Background: an optimization exercise with open tools, aiming at small area and a short achievable clock period. Do not read the settings as production practice. The RTL was checked by simulation tests, not by an equivalence proof against the original design.

==> flow/design.v <==
`timescale 1 ns / 1 ns
package SPARQ_PKG;
localparam ARRAY_DIMENSION = 8;
localparam EXP_SIZE = 5;
localparam MANT_SIZE = 10;
localparam BIAS = 15;
localparam FLOAT_SIZE = 1 + EXP_SIZE + MANT_SIZE;
localparam INT_SIZE = 4;
endpackage: SPARQ_PKG
`timescale 1 ns / 1 ns
module FifoBuffer #(
  parameter integer DATA_SIZE = 16,
  parameter integer CYCLES    = 2
) (
  input  logic                 clk,
  input  logic [DATA_SIZE-1:0] in,
  output logic [DATA_SIZE-1:0] out
);
  logic [DATA_SIZE-1:0] data [0:CYCLES-1];
  always @ (posedge clk) begin
    data[0] <= in;
    for (int i = 1; i < CYCLES; i++) data[i] <= data[i-1];
  end
  assign out = data[CYCLES-1];
endmodule
module float_multiplier (
  input  logic [15:0] in_A,
  input  logic [3:0]  in_B,
  output logic [15:0] out
);
  logic [4:0]  e, exp_o;
  logic [10:0] f;
  logic [3:0]  m;
  logic [13:0] prod, op1, op2;
  logic        cin, cout;
  logic [9:0]  mant;
  always_comb begin
    e    = {in_A[14:11], in_A[10] | (in_A[14:10] == 5'd0)};
    f    = {in_A[14:10] != 5'd0, in_A[9:0]};
    m    = in_B[3] ? (~in_B + 4'd1) : in_B;
    cin  = 1'b0;
    case (m)
      4'd1: begin op1 = {3'd0, f};       op2 = 14'd0; end
      4'd2: begin op1 = {2'd0, f, 1'b0}; op2 = 14'd0; end
      4'd3: begin op1 = {2'd0, f, 1'b0}; op2 = {3'd0, f}; end
      4'd4: begin op1 = {1'd0, f, 2'b0}; op2 = 14'd0; end
      4'd5: begin op1 = {1'd0, f, 2'b0}; op2 = {3'd0, f}; end
      4'd6: begin op1 = {1'd0, f, 2'b0}; op2 = {2'd0, f, 1'b0}; end
      4'd7: begin op1 = {f, 3'b0};       op2 = ~{3'd0, f}; cin = 1'b1; end
      4'd8: begin op1 = {f, 3'b0};       op2 = 14'd0; end
      default: begin op1 = 14'd0; op2 = 14'd0; end
    endcase
  end
  pfx_add #(14) add (.a(op1), .b(op2), .cin(cin), .s(prod), .cout(cout));
  always_comb begin
    if (prod[13]) begin
      mant = prod[12:3]; exp_o = e + 5'd3;
    end else if (prod[12]) begin
      mant = prod[11:2]; exp_o = e + 5'd2;
    end else if (prod[11]) begin
      mant = prod[10:1]; exp_o = e + 5'd1;
    end else begin
      mant = prod[9:0];  exp_o = prod[10] ? e : 5'd0;
    end
    out = {in_A[15] ^ in_B[3], exp_o, mant};
  end
endmodule
module pfx_add #(
  parameter int W = 12
) (
  input  logic [W-1:0] a,
  input  logic [W-1:0] b,
  input  logic         cin,
  output logic [W-1:0] s,
  output logic         cout
);
  localparam int L = $clog2(W + 1);
  logic [W:0] g [0:L];
  logic [W:0] p [0:L];
  always_comb begin
    g[0][0] = cin;
    p[0][0] = 1'b0;
    for (int i = 0; i < W; i++) begin
      g[0][i+1] = a[i] & b[i];
      p[0][i+1] = a[i] ^ b[i];
    end
    for (int l = 0; l < L; l++) begin
      for (int i = 0; i <= W; i++) begin
        if ((i >> l) & 1) begin
          g[l+1][i] = g[l][i] | (p[l][i] & g[l][((i >> l) << l) - 1]);
          p[l+1][i] = p[l][i] & p[l][((i >> l) << l) - 1];
        end
        else begin
          g[l+1][i] = g[l][i];
          p[l+1][i] = p[l][i];
        end
      end
    end
    for (int i = 0; i < W; i++) s[i] = p[0][i+1] ^ g[L][i];
    cout = g[L][W];
  end
endmodule
module fadd_pre (
  input  logic [15:0] in_A,
  input  logic [15:0] in_B,
  output logic [3:0]  amtA,    
  output logic        zA,      
  output logic [3:0]  amtB,
  output logic        zB,
  output logic        geE      
);
  logic [4:0] eA, eB;
  logic [4:0] dAB, dBA;
  logic       cAB, cBA;
  always_comb begin
    eA = {in_A[14:11], in_A[10] | (in_A[14:10] == 5'd0)};
    eB = {in_B[14:11], in_B[10] | (in_B[14:10] == 5'd0)};
  end
  pfx_add #(5) subAB (.a(eA), .b(~eB), .cin(1'b1), .s(dAB), .cout(cAB));
  pfx_add #(5) subBA (.a(eB), .b(~eA), .cin(1'b1), .s(dBA), .cout(cBA));
  always_comb begin
    geE  = cAB;
    amtA = cAB ? 4'd0 : dBA[3:0];
    zA   = !cAB && dBA[4];
    amtB = cBA ? 4'd0 : dAB[3:0];
    zB   = !cBA && dAB[4];
  end
endmodule
module fadd_front (
  input  logic [15:0] in_A,
  input  logic [15:0] in_B,
  output logic [11:0] sum,     
  output logic [4:0]  eL,      
  output logic        sL       
);
  logic [10:0] fA, fB, xA, xB;
  logic [11:0] op1, op2;
  logic        a_ge, sub, cmp_c, add_c;
  logic [14:0] cmp_s;
  logic [3:0]  amtA, amtB;
  logic        zA, zB, geE;
  fadd_pre pre (.in_A(in_A), .in_B(in_B), .amtA(amtA), .zA(zA), .amtB(amtB), .zB(zB), .geE(geE));
  pfx_add #(15) cmp (.a(in_A[14:0]), .b(~in_B[14:0]), .cin(1'b1), .s(cmp_s), .cout(cmp_c));
  always_comb begin
    fA = {in_A[14:10] != 5'd0, in_A[9:0]};
    fB = {in_B[14:10] != 5'd0, in_B[9:0]};
    xA = zA ? 11'd0 : fA >> amtA;
    xB = zB ? 11'd0 : fB >> amtB;
    a_ge = cmp_c;
    sub  = in_A[15] ^ in_B[15];
    op1 = (sub & ~a_ge) ? ~{1'b0, xA} : {1'b0, xA};
    op2 = (sub &  a_ge) ? ~{1'b0, xB} : {1'b0, xB};
    eL  = geE ? {in_A[14:11], in_A[10] | (in_A[14:10] == 5'd0)}
              : {in_B[14:11], in_B[10] | (in_B[14:10] == 5'd0)};
    sL  = a_ge ? in_A[15] : in_B[15];
  end
  pfx_add #(12) add (.a(op1), .b(op2), .cin(sub), .s(sum), .cout(add_c));
endmodule
module fadd_norm (
  input  logic [11:0] sum,
  input  logic [4:0]  eL,      
  input  logic        sL,
  output logic [15:0] out
);
  logic [11:0] sent, v, x8, x4, x2, x1, w8, w4, w2;
  logic        s8, s4, s2, s1;
  logic [3:0]  t;
  logic [4:0]  exp_o;
  always_comb begin
    sent = 12'd0;
    for (int i = 0; i < 12; i++) if (eL == 5'(11 - i)) sent[i] = 1'b1;
    v  = sum | sent;
    s8 = v[11:4] == 8'd0;
    x8 = s8 ? {sum[3:0], 8'd0} : sum;
    w8 = s8 ? {v[3:0], 8'd0} : v;
    s4 = w8[11:8] == 4'd0;
    x4 = s4 ? {x8[7:0], 4'd0} : x8;
    w4 = s4 ? {w8[7:0], 4'd0} : w8;
    s2 = w4[11:10] == 2'd0;
    x2 = s2 ? {x4[9:0], 2'd0} : x4;
    w2 = s2 ? {w4[9:0], 2'd0} : w4;
    s1 = !w2[11];
    x1 = s1 ? {x2[10:0], 1'b0} : x2;
    t  = {s8, s4, s2, s1};
    exp_o = x1[11] ? eL + 5'd1 - {1'b0, t} : 5'd0;
    out = {sL, exp_o, x1[10:1]};
  end
endmodule
module float_adder (
  input  logic [15:0] in_A,
  input  logic [15:0] in_B,
  output logic [15:0] out
);
  logic [11:0] sum;
  logic [4:0]  eL;
  logic        sL;
  fadd_front front (.in_A(in_A), .in_B(in_B), .sum(sum), .eL(eL), .sL(sL));
  fadd_norm  norm  (.sum(sum), .eL(eL), .sL(sL), .out(out));
endmodule
`timescale 1 ns / 1 ns
module sparq_dot8 (
  input  logic         clk,
  input  logic         rstn,
  input  logic         w_load,
  input  logic [127:0] w_data,
  input  logic         in_valid,
  input  logic [31:0]  in_act,
  input  logic [15:0]  in_acc,
  output logic         out_valid,
  output logic [15:0]  out_data
);
  localparam int N   = 8;
  localparam int LAT = 2*N + 2;    
  logic [15:0] weight [0:N-1];
  always @ (posedge clk) begin
    if (w_load) begin
      for (int i = 0; i < N; i++) weight[i] <= w_data[16*i +: 16];
    end
  end
  logic [LAT-1:0] vld;
  always @ (posedge clk) begin
    if (!rstn) vld <= '0;
    else       vld <= {vld[LAT-2:0], in_valid};
  end
  assign out_valid = vld[LAT-1];
  logic [15:0] acc_r;
  logic [3:0]  act0_r;
  always @ (posedge clk) begin
    acc_r  <= in_acc;
    act0_r <= in_act[3:0];
  end
  logic [3:0] act [1:N-1];
  genvar k;
  generate
    for (k = 1; k < N; k++) begin : skew
      FifoBuffer #(.DATA_SIZE(4), .CYCLES(2*k+1)) dl (.clk(clk), .in(in_act[4*k +: 4]), .out(act[k]));
    end
  endgenerate
  logic [15:0] s_r   [0:N-1];    
  logic [15:0] p_r   [0:N-1];    
  logic [11:0] sum_r [0:N-1];    
  logic [4:0]  eL_r  [0:N-1];
  logic        sL_r  [0:N-1];
  logic [15:0] p0;
  float_multiplier mul0 (.in_A(weight[0]), .in_B(act0_r), .out(p0));
  always @ (posedge clk) begin
    s_r[0] <= acc_r;
    p_r[0] <= p0;
  end
  generate
    for (k = 0; k < N; k++) begin : pe
      logic [11:0] sum;
      logic [4:0]  eL;
      logic        sL;
      fadd_front front (.in_A(p_r[k]), .in_B(s_r[k]), .sum(sum), .eL(eL), .sL(sL));
      always @ (posedge clk) begin
        sum_r[k] <= sum;
        eL_r[k]  <= eL;
        sL_r[k]  <= sL;
      end
      logic [15:0] s_next;
      fadd_norm norm (.sum(sum_r[k]), .eL(eL_r[k]), .sL(sL_r[k]), .out(s_next));
      if (k < N-1) begin : next
        logic [15:0] p_next;
        float_multiplier mul (.in_A(weight[k+1]), .in_B(act[k+1]), .out(p_next));
        always @ (posedge clk) begin
          s_r[k+1] <= s_next;
          p_r[k+1] <= p_next;
        end
      end
      else begin : last
        always @ (posedge clk) out_data <= s_next;
      end
    end
  endgenerate
endmodule
==> flow/config.mk <==
export PLATFORM = sky130hd
export DESIGN_NAME = sparq_dot8
export DESIGN_NICKNAME = sparq_dot8
export VERILOG_FILES = /design/flow/design.v
export SDC_FILE = /design/flow/constraint.sdc
export NUM_CORES = 4
export LEC_CHECK = 0
export ABC_AREA = 1
export CAP_MARGIN = 20
export CORE_MARGIN = 2
export CORE_UTILIZATION = 55
export PLACE_DENSITY = 0.65
export SLEW_MARGIN = 20
==> flow/constraint.sdc <==
create_clock -name core_clock -period 11.0 [get_ports {clk}]
set_input_delay 2.2000 -clock core_clock [delete_from_list [all_inputs] [get_ports {clk}]]
set_output_delay 2.2000 -clock core_clock [all_outputs]
set_load 0.01 [all_outputs]
standard.sh (not shown) runs the stock make flow with config.mk's settings and CLKGATE_MAP_FILE= SYNTH_SCRIPT=/design/flow/synth_recipe.tcl, a recipe that flattens the netlist after the stock synthesis.
==> flow/flow/run.sh <==
#!/bin/bash
set -euo pipefail
export SETUP_SLACK_MARGIN=7.0
bash standard.sh finish > orfs_make.log 2>&1
==> next run, changes <==
==> flow/run.sh (new file) <==
#!/bin/bash
# synth_recipe.tcl (not shown) runs the flow's synth.tcl, then flattens the netlist and writes it again
# the make line also repeats each setting of config.mk as NAME=value (left out here)
make -C /OpenROAD-flow-scripts/flow DESIGN_CONFIG=/design/flow/config.mk WORK_HOME=/design/flow/orfs CLKGATE_MAP_FILE= SYNTH_SCRIPT=/design/flow/synth_recipe.tcl finish
- CORE_UTILIZATION: 55 -> 70
- PLACE_DENSITY: 0.65 -> 0.8
removed: flow/flow/run.sh
removed: flow/standard.sh
Outcome:
- fmax drops by 23%
- cell area goes down by 14%
- core utilization rose by 6.4 points
- via count shrinks by 4.0%
- sequential cell count stays the same
- setup slack is worse by 1.3 ns
- hold slack is about the same
==> next run, changes <==
- CORE_UTILIZATION: 70 -> 55
- PLACE_DENSITY: 0.8 -> 0.65
Result: Core utilization is lower by 16 points. Hold slack gets worse by 0.0073 ns. Cell area is higher slightly. Final cell count is higher by a few percent.

==> separate check: timing with driven ports <==
In the flow no input, the clock included, has a driving cell. The finished layouts below were timed again as built, in two steps.
Step 1: set_driving_cell puts a clkbuf_16 on clk and a buf_2 on each other input, an assumption about the parent block.
Step 2, shift: input delay + t, output delay - t, t = (earliest + latest rising clock arrival at the registers) / 2. This alone moves slack from input paths to output paths.
Slacks: no drivers / after step 1 / after step 2; pairs: no drivers / after step 1.
run	t, ns	setup WS [ns]	latest minus earliest clock arrival (ns)
the first run	0.756	6.832 / 6.832 / 6.832	0.026 / 0.026
the second run	0.729	5.564 / 5.564 / 5.564	0.042 / 0.042
the third run	0.748	5.588 / 5.588 / 5.588	0.040 / 0.041
After both steps setup and hold are still met in every run listed.
